Context: an optimization exercise on an open-source flow, tuned for a short achievable clock period and few clock cycles. The choices shown serve that exercise and are no tape-out recipe. Only simulation tests tie the RTL to the original design; equivalence was not proved. No activity file was given, so power comes from the tool's default toggle rates.

==> inputs of build 82 <==
==> flow/design.v <==
module cpu_core(
    input logic clk,
    input logic reset_n,
    output logic[5:0] imem_reg,
    input logic[31:0] imem_data,
    output logic dmem_write,
    output logic[5:0] dmem_reg,
    output logic[31:0] dmem_write_data,
    input logic[31:0] dmem_read_data
);
    logic [3:0]  pc_f;                  
    logic [15:0] np_v, np_dir;          
    logic [3:0]  np_tgt [16];           
    logic        prev_ok, prev_dir;     
    logic [3:0]  prev_pc;               
    logic        d_valid, d_pdir;
    logic [31:0] d_ir;
    logic [3:0]  d_pc;
    logic        e_valid, e_pdir, e_br, e_lw, e_sub, e_wr, e_fa, e_fb;
    logic [31:0] e_a, e_b;
    logic [4:0]  e_rd;
    logic [3:0]  e_pc, e_alt;
    logic        r_wr;
    logic [4:0]  r_rd;
    logic [31:0] r_val;
    logic [31:0] rf [1:31];
    logic        mem_we;
    logic [5:0]  mem_addr;
    logic [31:0] mem_wdata;
    logic        f_jump, f_npv, f_pdir;
    logic [3:0]  f_jtgt, f_next;
    assign imem_reg = {pc_f, 2'b00};
    assign f_jump = imem_data[6:0] == 7'b1100011 && imem_data[19:15] == imem_data[24:20];
    assign f_jtgt = pc_f + {imem_data[25], imem_data[11:9]};
    assign f_npv  = np_v[pc_f];
    assign f_pdir = f_npv ? np_dir[pc_f] : f_jump;
    assign f_next = f_npv ? np_tgt[pc_f] : (f_jump ? f_jtgt : pc_f + 4'd1);
    logic [6:0]  d_op;
    logic [4:0]  d_rd, d_rs1, d_rs2;
    logic        d_is_op, d_is_opimm, d_is_lw, d_is_sw, d_is_br, d_wr, d_sub;
    logic [31:0] d_rf1, d_rf2, d_v1, d_v2, d_imm_i;
    logic        d_h1, d_h2;
    logic [5:0]  d_base, d_off;
    logic [3:0]  d_btgt;
    assign d_op  = d_ir[6:0];
    assign d_rd  = d_ir[11:7];
    assign d_rs1 = d_ir[19:15];
    assign d_rs2 = d_ir[24:20];
    assign d_is_op    = d_op == 7'b0110011;
    assign d_is_opimm = d_op == 7'b0010011;
    assign d_is_lw    = d_op == 7'b0000011 && d_ir[14:12] == 3'b010;
    assign d_is_sw    = d_op == 7'b0100011 && d_ir[14:12] == 3'b010;
    assign d_is_br    = d_op == 7'b1100011;
    assign d_wr       = (d_is_op || d_is_opimm || d_is_lw) && d_rd != 5'd0;
    assign d_sub      = d_is_op && d_ir[31:25] == 7'b0100000;
    assign d_imm_i    = {{20{d_ir[31]}}, d_ir[31:20]};
    assign d_rf1 = d_rs1 == 5'd0 ? 32'd0 : rf[d_rs1];
    assign d_rf2 = d_rs2 == 5'd0 ? 32'd0 : rf[d_rs2];
    assign d_v1 = (r_wr && r_rd == d_rs1) ? r_val : d_rf1;
    assign d_v2 = (r_wr && r_rd == d_rs2) ? r_val : d_rf2;
    assign d_h1 = e_valid && e_wr && e_rd == d_rs1;
    assign d_h2 = e_valid && e_wr && e_rd == d_rs2;
    assign d_btgt = d_pc + {d_ir[25], d_ir[11:9]};
    logic [31:0] e_opa, e_opb, e_sum, e_res;
    logic        e_eq, e_misp;
    assign e_opa  = e_fa ? r_val : e_a;
    assign e_opb  = e_fb ? r_val : e_b;
    assign e_sum  = e_opa + (e_sub ? ~e_opb : e_opb) + {31'd0, e_sub};
    assign e_eq   = e_opa == e_opb;
    assign e_res  = e_lw ? dmem_read_data : e_sum;
    assign e_misp = e_valid && e_br && (e_eq != e_pdir);
    assign d_base = d_h1 ? e_res[5:0] : d_v1[5:0];
    assign d_off  = d_is_sw ? {d_ir[25], d_ir[11:7]} : d_ir[25:20];
    assign dmem_write      = mem_we;
    assign dmem_reg        = mem_addr;
    assign dmem_write_data = mem_wdata;
    always_ff @(posedge clk, negedge reset_n) begin
        if (!reset_n) begin
            pc_f    <= 4'd0;
            np_v    <= 16'd0;
            prev_ok <= 1'b0;
            d_valid <= 1'b0;
            e_valid <= 1'b0;
            r_wr    <= 1'b0;
            mem_we  <= 1'b0;
        end else begin
            if (e_misp) begin
                pc_f     <= e_alt;
                prev_pc  <= e_pc;
                prev_dir <= e_eq;
            end else begin
                pc_f     <= f_next;
                prev_pc  <= pc_f;
                prev_dir <= f_pdir;
            end
            prev_ok <= 1'b1;
            d_valid <= !e_misp;
            e_valid <= d_valid && !e_misp;
            mem_we  <= d_valid && !e_misp && d_is_sw;
            r_wr    <= e_valid && e_wr;
            if (f_jump) begin
                np_v[pc_f] <= 1'b1;
                if (prev_ok)
                    np_v[prev_pc] <= 1'b1;
            end
            if (e_misp)
                np_v[e_pc] <= 1'b1;
        end
    end
    always_ff @(posedge clk) begin
        if (f_jump) begin
            np_dir[pc_f] <= 1'b1;
            np_tgt[pc_f] <= f_jtgt;
            if (prev_ok) begin
                np_dir[prev_pc] <= prev_dir;
                np_tgt[prev_pc] <= f_jtgt;
            end
        end
        if (e_misp) begin
            np_dir[e_pc] <= e_eq;
            np_tgt[e_pc] <= e_alt;
        end
        d_ir  <= imem_data;
        d_pc  <= pc_f;
        d_pdir <= f_pdir;
        e_a   <= d_v1;
        e_b   <= d_is_opimm ? d_imm_i : d_v2;
        e_fa  <= d_h1;
        e_fb  <= d_h2 && !d_is_opimm;
        e_sub <= d_sub;
        e_br  <= d_is_br;
        e_lw  <= d_is_lw;
        e_wr  <= d_wr;
        e_rd  <= d_rd;
        e_pc  <= d_pc;
        e_pdir <= d_pdir;
        e_alt <= d_pdir ? d_pc + 4'd1 : d_btgt;
        mem_addr  <= d_base + d_off;
        mem_wdata <= d_h2 ? e_res : d_v2;
        r_rd  <= e_rd;
        r_val <= e_res;
        if (r_wr)
            rf[r_rd] <= r_val;
    end
endmodule
==> flow/run.sh <==
#!/bin/bash
# synth_recipe.tcl (not shown) runs the flow's synth.tcl, then flattens the netlist and writes it again
# the make line also repeats each setting of config.mk as NAME=value (left out here)
make -C /OpenROAD-flow-scripts/flow DESIGN_CONFIG=/design/flow/config.mk WORK_HOME=/design/flow/orfs CLKGATE_MAP_FILE= SYNTH_SCRIPT=/design/flow/synth_recipe.tcl finish
==> flow/config.mk <==
export PLATFORM = sky130hd
export DESIGN_NAME = cpu_core
export DESIGN_NICKNAME = cpu_core
export VERILOG_FILES = /design/flow/design.v
export SDC_FILE = /design/flow/constraint.sdc
export NUM_CORES = 4
export LEC_CHECK = 0
export ABC_CLOCK_PERIOD_IN_PS = 2500
export CAP_MARGIN = 20
export CORE_MARGIN = 2
export CORE_UTILIZATION = 40
export SETUP_SLACK_MARGIN = 4.4
export SLEW_MARGIN = 20
==> flow/constraint.sdc <==
create_clock -name core_clock -period 7.2 [get_ports {clk}]
set_input_delay 1.4400 -clock core_clock [delete_from_list [all_inputs] [get_ports {clk}]]
set_output_delay 1.4400 -clock core_clock [all_outputs]
set_load 0.01 [all_outputs]
==> trial 22: changes against build 82 <==
==> flow/design.v, changed modules only <==
module cpu_core(
    input logic clk,
    input logic reset_n,
    output logic[5:0] imem_reg,
    input logic[31:0] imem_data,
    output logic dmem_write,
    output logic[5:0] dmem_reg,
    output logic[31:0] dmem_write_data,
    input logic[31:0] dmem_read_data
);
    function automatic logic [31:0] add32(input logic [31:0] a, input logic [31:0] b, input logic cin);
        logic [31:0] g, pp, gg, ppp;
        g = a & b;
        pp = a ^ b;
        gg = g;
        ppp = pp;
        gg[0] = g[0] | (pp[0] & cin);
        for (int l = 0; l < 5; l++) begin
            for (int i = 31; i >= 0; i--) begin
                if (i >= (1 << l)) begin
                    gg[i]  = gg[i] | (ppp[i] & gg[i - (1 << l)]);
                    ppp[i] = ppp[i] & ppp[i - (1 << l)];
                end
            end
        end
        add32 = pp ^ {gg[30:0], cin};
    endfunction
    function automatic logic [31:0] carry32(input logic [31:0] a, input logic [31:0] b, input logic cin);
        logic [31:0] g, pp, gg, ppp;
        g = a & b;
        pp = a ^ b;
        gg = g;
        ppp = pp;
        gg[0] = g[0] | (pp[0] & cin);
        for (int l = 0; l < 5; l++) begin
            for (int i = 31; i >= 0; i--) begin
                if (i >= (1 << l)) begin
                    gg[i]  = gg[i] | (ppp[i] & gg[i - (1 << l)]);
                    ppp[i] = ppp[i] & ppp[i - (1 << l)];
                end
            end
        end
        carry32 = {gg[30:0], cin};
    endfunction
    function automatic logic [5:0] add6(input logic [5:0] a, input logic [5:0] b);
        logic [5:0] g, pp, gg, ppp;
        g = a & b;
        pp = a ^ b;
        gg = g;
        ppp = pp;
        for (int l = 0; l < 3; l++) begin
            for (int i = 5; i >= 0; i--) begin
                if (i >= (1 << l)) begin
                    gg[i]  = gg[i] | (ppp[i] & gg[i - (1 << l)]);
                    ppp[i] = ppp[i] & ppp[i - (1 << l)];
                end
            end
        end
        add6 = pp ^ {gg[4:0], 1'b0};
    endfunction
    logic [3:0]  pc_f;                  
    logic [15:0] np_v, np_dir;          
    logic [3:0]  np_tgt [16];           
    logic        prev_ok, prev_dir;     
    logic [3:0]  prev_pc;               
    logic        d_valid, d_pdir;
    logic [31:0] d_ir;
    logic [3:0]  d_pc;
    logic        e_valid, e_pdir, e_br, e_lw, e_sub, e_wr;
    logic        t_misp, t_eq;            
    logic [3:0]  t_pc, t_alt;
    logic [31:0] e_a, e_b;
    logic [4:0]  e_rd;
    logic [3:0]  e_pc, e_alt;
    logic        r_wr;
    logic [4:0]  r_rd;
    logic [31:0] r_val;
    logic [31:0] rf [1:31];
    logic        mem_we;
    logic [5:0]  mem_addr;
    logic [31:0] mem_wdata;
    logic        f_jump, f_npv, f_pdir;
    logic [3:0]  f_jtgt, f_next;
    assign imem_reg = {pc_f, 2'b00};
    assign f_jump = imem_data[6:0] == 7'b1100011 && imem_data[19:15] == imem_data[24:20];
    assign f_jtgt = pc_f + {imem_data[25], imem_data[11:9]};
    assign f_npv  = np_v[pc_f];
    assign f_pdir = f_npv ? np_dir[pc_f] : f_jump;
    assign f_next = f_npv ? np_tgt[pc_f] : (f_jump ? f_jtgt : pc_f + 4'd1);
    logic [6:0]  d_op;
    logic [4:0]  d_rd, d_rs1, d_rs2;
    logic        d_is_op, d_is_opimm, d_is_lw, d_is_sw, d_is_br, d_wr, d_sub;
    logic [31:0] d_rf1, d_rf2, d_v1, d_v2, d_imm_i;
    logic        d_h1, d_h2;
    logic [5:0]  d_base, d_off;
    logic [3:0]  d_btgt;
    assign d_op  = d_ir[6:0];
    assign d_rd  = d_ir[11:7];
    assign d_rs1 = d_ir[19:15];
    assign d_rs2 = d_ir[24:20];
    assign d_is_op    = d_op == 7'b0110011;
    assign d_is_opimm = d_op == 7'b0010011;
    assign d_is_lw    = d_op == 7'b0000011 && d_ir[14:12] == 3'b010;
    assign d_is_sw    = d_op == 7'b0100011 && d_ir[14:12] == 3'b010;
    assign d_is_br    = d_op == 7'b1100011;
    assign d_wr       = (d_is_op || d_is_opimm || d_is_lw) && d_rd != 5'd0;
    assign d_sub      = d_is_op && d_ir[31:25] == 7'b0100000;
    assign d_imm_i    = {{20{d_ir[31]}}, d_ir[31:20]};
    logic [31:1] d_o1, d_o2;
    always_comb begin
        d_rf1 = '0;
        d_rf2 = '0;
        for (int r = 1; r < 32; r++) begin
            d_o1[r] = d_rs1 == 5'(r);
            d_o2[r] = d_rs2 == 5'(r);
            d_rf1 = d_rf1 | ({32{d_o1[r]}} & rf[r]);
            d_rf2 = d_rf2 | ({32{d_o2[r]}} & rf[r]);
        end
    end
    assign d_v1 = (r_wr && r_rd == d_rs1) ? r_val : d_rf1;
    assign d_v2 = (r_wr && r_rd == d_rs2) ? r_val : d_rf2;
    assign d_h1 = e_valid && e_wr && e_rd == d_rs1;
    assign d_h2 = e_valid && e_wr && e_rd == d_rs2;
    assign d_btgt = d_pc + {d_ir[25], d_ir[11:9]};
    logic [31:0] e_sum, e_res, d_opa, d_opb;
    logic        e_eq, e_misp;
    logic [31:0] e_p, e_c;
    assign e_p    = e_a ^ e_b;
    assign e_c    = carry32(e_a, e_b, e_sub);
    assign e_sum  = e_p ^ e_c;
    assign e_eq   = e_a == e_b;
    assign e_res  = e_lw ? dmem_read_data : e_sum;
    assign e_misp = e_valid && e_br && (e_eq != e_pdir);
    function automatic logic [31:0] fval(input logic h, input logic imm, input logic inv,
                                         input logic [31:0] v, input logic [31:0] immv);
        logic [31:0] early, late;
        early = (imm ? immv : v) ^ {32{inv}};
        late  = e_lw ? (dmem_read_data ^ {32{inv}}) : (e_p ^ {32{inv}} ^ e_c);
        fval  = (h && !imm) ? late : early;
    endfunction
    logic [31:0] d_sd;
    assign d_opa  = fval(d_h1, 1'b0, 1'b0, d_v1, 32'd0);
    assign d_opb  = fval(d_h2, d_is_opimm, d_sub, d_v2, d_imm_i);
    assign d_sd   = fval(d_h2, 1'b0, 1'b0, d_v2, 32'd0);
    assign d_base = d_opa[5:0];
    logic [5:0] m_addr, m_rf;
    logic       m_w;
    assign m_w    = r_wr && r_rd == d_rs1;
    assign m_rf   = d_rf1[5:0];
    assign m_addr = !d_h1 ? (m_w ? add6(r_val[5:0], d_off) : add6(m_rf, d_off))
                          : (e_lw ? add6(dmem_read_data[5:0], d_off) : add6(e_sum[5:0], d_off));
    assign d_off  = d_is_sw ? {d_ir[25], d_ir[11:7]} : d_ir[25:20];
    assign dmem_write      = mem_we;
    assign dmem_reg        = mem_addr;
    assign dmem_write_data = mem_wdata;
    always_ff @(posedge clk, negedge reset_n) begin
        if (!reset_n) begin
            pc_f    <= 4'd0;
            t_misp  <= 1'b0;
            prev_ok <= 1'b0;
            d_valid <= 1'b0;
            e_valid <= 1'b0;
            r_wr    <= 1'b0;
            mem_we  <= 1'b0;
        end else begin
            if (e_misp) begin
                pc_f     <= e_alt;
                prev_pc  <= e_pc;
                prev_dir <= e_eq;
            end else begin
                pc_f     <= f_next;
                prev_pc  <= pc_f;
                prev_dir <= f_pdir;
            end
            prev_ok <= 1'b1;
            d_valid <= !e_misp;
            e_valid <= d_valid && !e_misp;
            mem_we  <= d_valid && !e_misp && d_is_sw;
            r_wr    <= e_valid && e_wr;
            t_misp <= e_misp;
        end
    end
    always_ff @(posedge clk) begin
        t_pc  <= e_pc;
        t_eq  <= e_eq;
        t_alt <= e_alt;
        d_ir  <= imem_data;
        d_pc  <= pc_f;
        d_pdir <= f_pdir;
        e_a   <= d_opa;
        e_b   <= d_opb;
        e_sub <= d_sub;
        e_br  <= d_is_br;
        e_lw  <= d_is_lw;
        e_wr  <= d_wr;
        e_rd  <= d_rd;
        e_pc  <= d_pc;
        e_pdir <= d_pdir;
        e_alt <= d_pdir ? d_pc + 4'd1 : d_btgt;
        mem_addr  <= m_addr;
        mem_wdata <= d_sd;
        r_rd  <= e_rd;
        r_val <= e_res;
        if (r_wr)
            rf[r_rd] <= r_val;
    end
    genvar k;
    generate
        for (k = 0; k < 16; k++) begin : g_table
            logic w_j, w_prev, w_m;
            assign w_j    = f_jump && pc_f == 4'(k);
            assign w_prev = f_jump && prev_ok && prev_pc == 4'(k);
            assign w_m    = t_misp && t_pc == 4'(k);
            always_ff @(posedge clk, negedge reset_n) begin
                if (!reset_n)
                    np_v[k] <= 1'b0;
                else if (w_j || w_prev || w_m)
                    np_v[k] <= 1'b1;
            end
            always_ff @(posedge clk) begin
                if (w_m) begin
                    np_dir[k] <= t_eq;
                    np_tgt[k] <= t_alt;
                end else if (w_prev) begin
                    np_dir[k] <= prev_dir;
                    np_tgt[k] <= f_jtgt;
                end else if (w_j) begin
                    np_dir[k] <= 1'b1;
                    np_tgt[k] <= f_jtgt;
                end
            end
        end
    endgenerate
endmodule
ABC_CLOCK_PERIOD_IN_PS = 2000   (was 2500)
CORE_UTILIZATION = 30   (was 40)
PLACE_DENSITY = 0.5   (was not set)
SETUP_SLACK_MARGIN = 4.7   (was 4.4)
TNS_END_PERCENT = 100   (was not set)
==> notes.md <==
Outcome: trial 22 finished clean; build 82 finished clean
Worst Slack Setup Final: trial 22 3.79 ns; build 82 3.75 ns
Share of total power in sequential cells: trial 22 45.5%; build 82 45.2%
Transition at the pin with the smallest max-transition slack: trial 22 1.21 ns; build 82 1.09 ns
# fillers: trial 22 17200; build 82 12700
GP Congestion: trial 22 0.944; build 82 0.876
Worst setup endpoint: trial 22 mem_addr[5]; build 82 r_val[27]
Area fraction in compound gates after synthesis: trial 22 18.5%; build 82 6.45%
Total power density per cell area: trial 22 298 mW/mm²; build 82 300 mW/mm²
Power in the clock group: trial 22 7.62 mW; build 82 7.69 mW
Multi-In Gates: trial 22 2695; build 82 2324
Startpoint of the worst register-to-register path: trial 22 d_ir[15]; build 82 e_fb
Average size of a mapped cell: trial 22 13.0 µm²; build 82 15.9 µm²
Pint: trial 22 15.9 mW; build 82 16.2 mW
Xor/xnor share of the synthesized area: trial 22 1.54%; build 82 2.36%
Area taken by flip-flops and latches: trial 22 0.0372 mm²; build 82 0.0369 mm²
M2 GR Usage: trial 22 44.4%; build 82 43.4%
Warning count from the yosys run: trial 22 2; build 82 1
Final period demand of the worst path: trial 22 3.41 ns; build 82 3.45 ns
Pin count of the biggest net entering global routing: trial 22 54; build 82 71
Area of the die: trial 22 0.193 mm²; build 82 0.160 mm²
Switching power: trial 22 7.04 mW; build 82 7.25 mW
Number of enable flip-flop cells after synthesis: trial 22 1077; build 82 1061
Testbench counts of build 82, summed over its fixed seeds: cycles 29,863.
Testbench counts of trial 22, summed over its fixed seeds: cycles 29,863.

-- what the ideal ports hide --
Ports are ideal in the flow. The routed layouts listed here were re-timed in OpenROAD.
Step 1: set_driving_cell puts a clkbuf_16 on clk and a buf_2 on each other input, an assumption about the parent block.
Step 2 adds t to the input delays and takes it off the output delays; t is the mean of the earliest and latest rising clock arrival at the registers after step 1. Input paths then give back, and output paths get back, about the clock's delay inside the block.
Slacks: ideal ports / drivers / drivers and shift; pairs: ideal ports / drivers.
run	shift t [ns]	slack for setup (ns)	worst setup path at the end	latest minus earliest clock arrival (ns)
build 82	0.853	3.748 / 3.748 / 3.280	input to register	0.056 / 0.055
trial 22	0.913	3.793 / 3.793 / 3.500	input to register	0.044 / 0.044
After both steps every run listed still meets setup and hold. For build 82, which loses most, drivers alone change the setup slack by 0.000 ns; drivers and shift together by -0.468 ns.
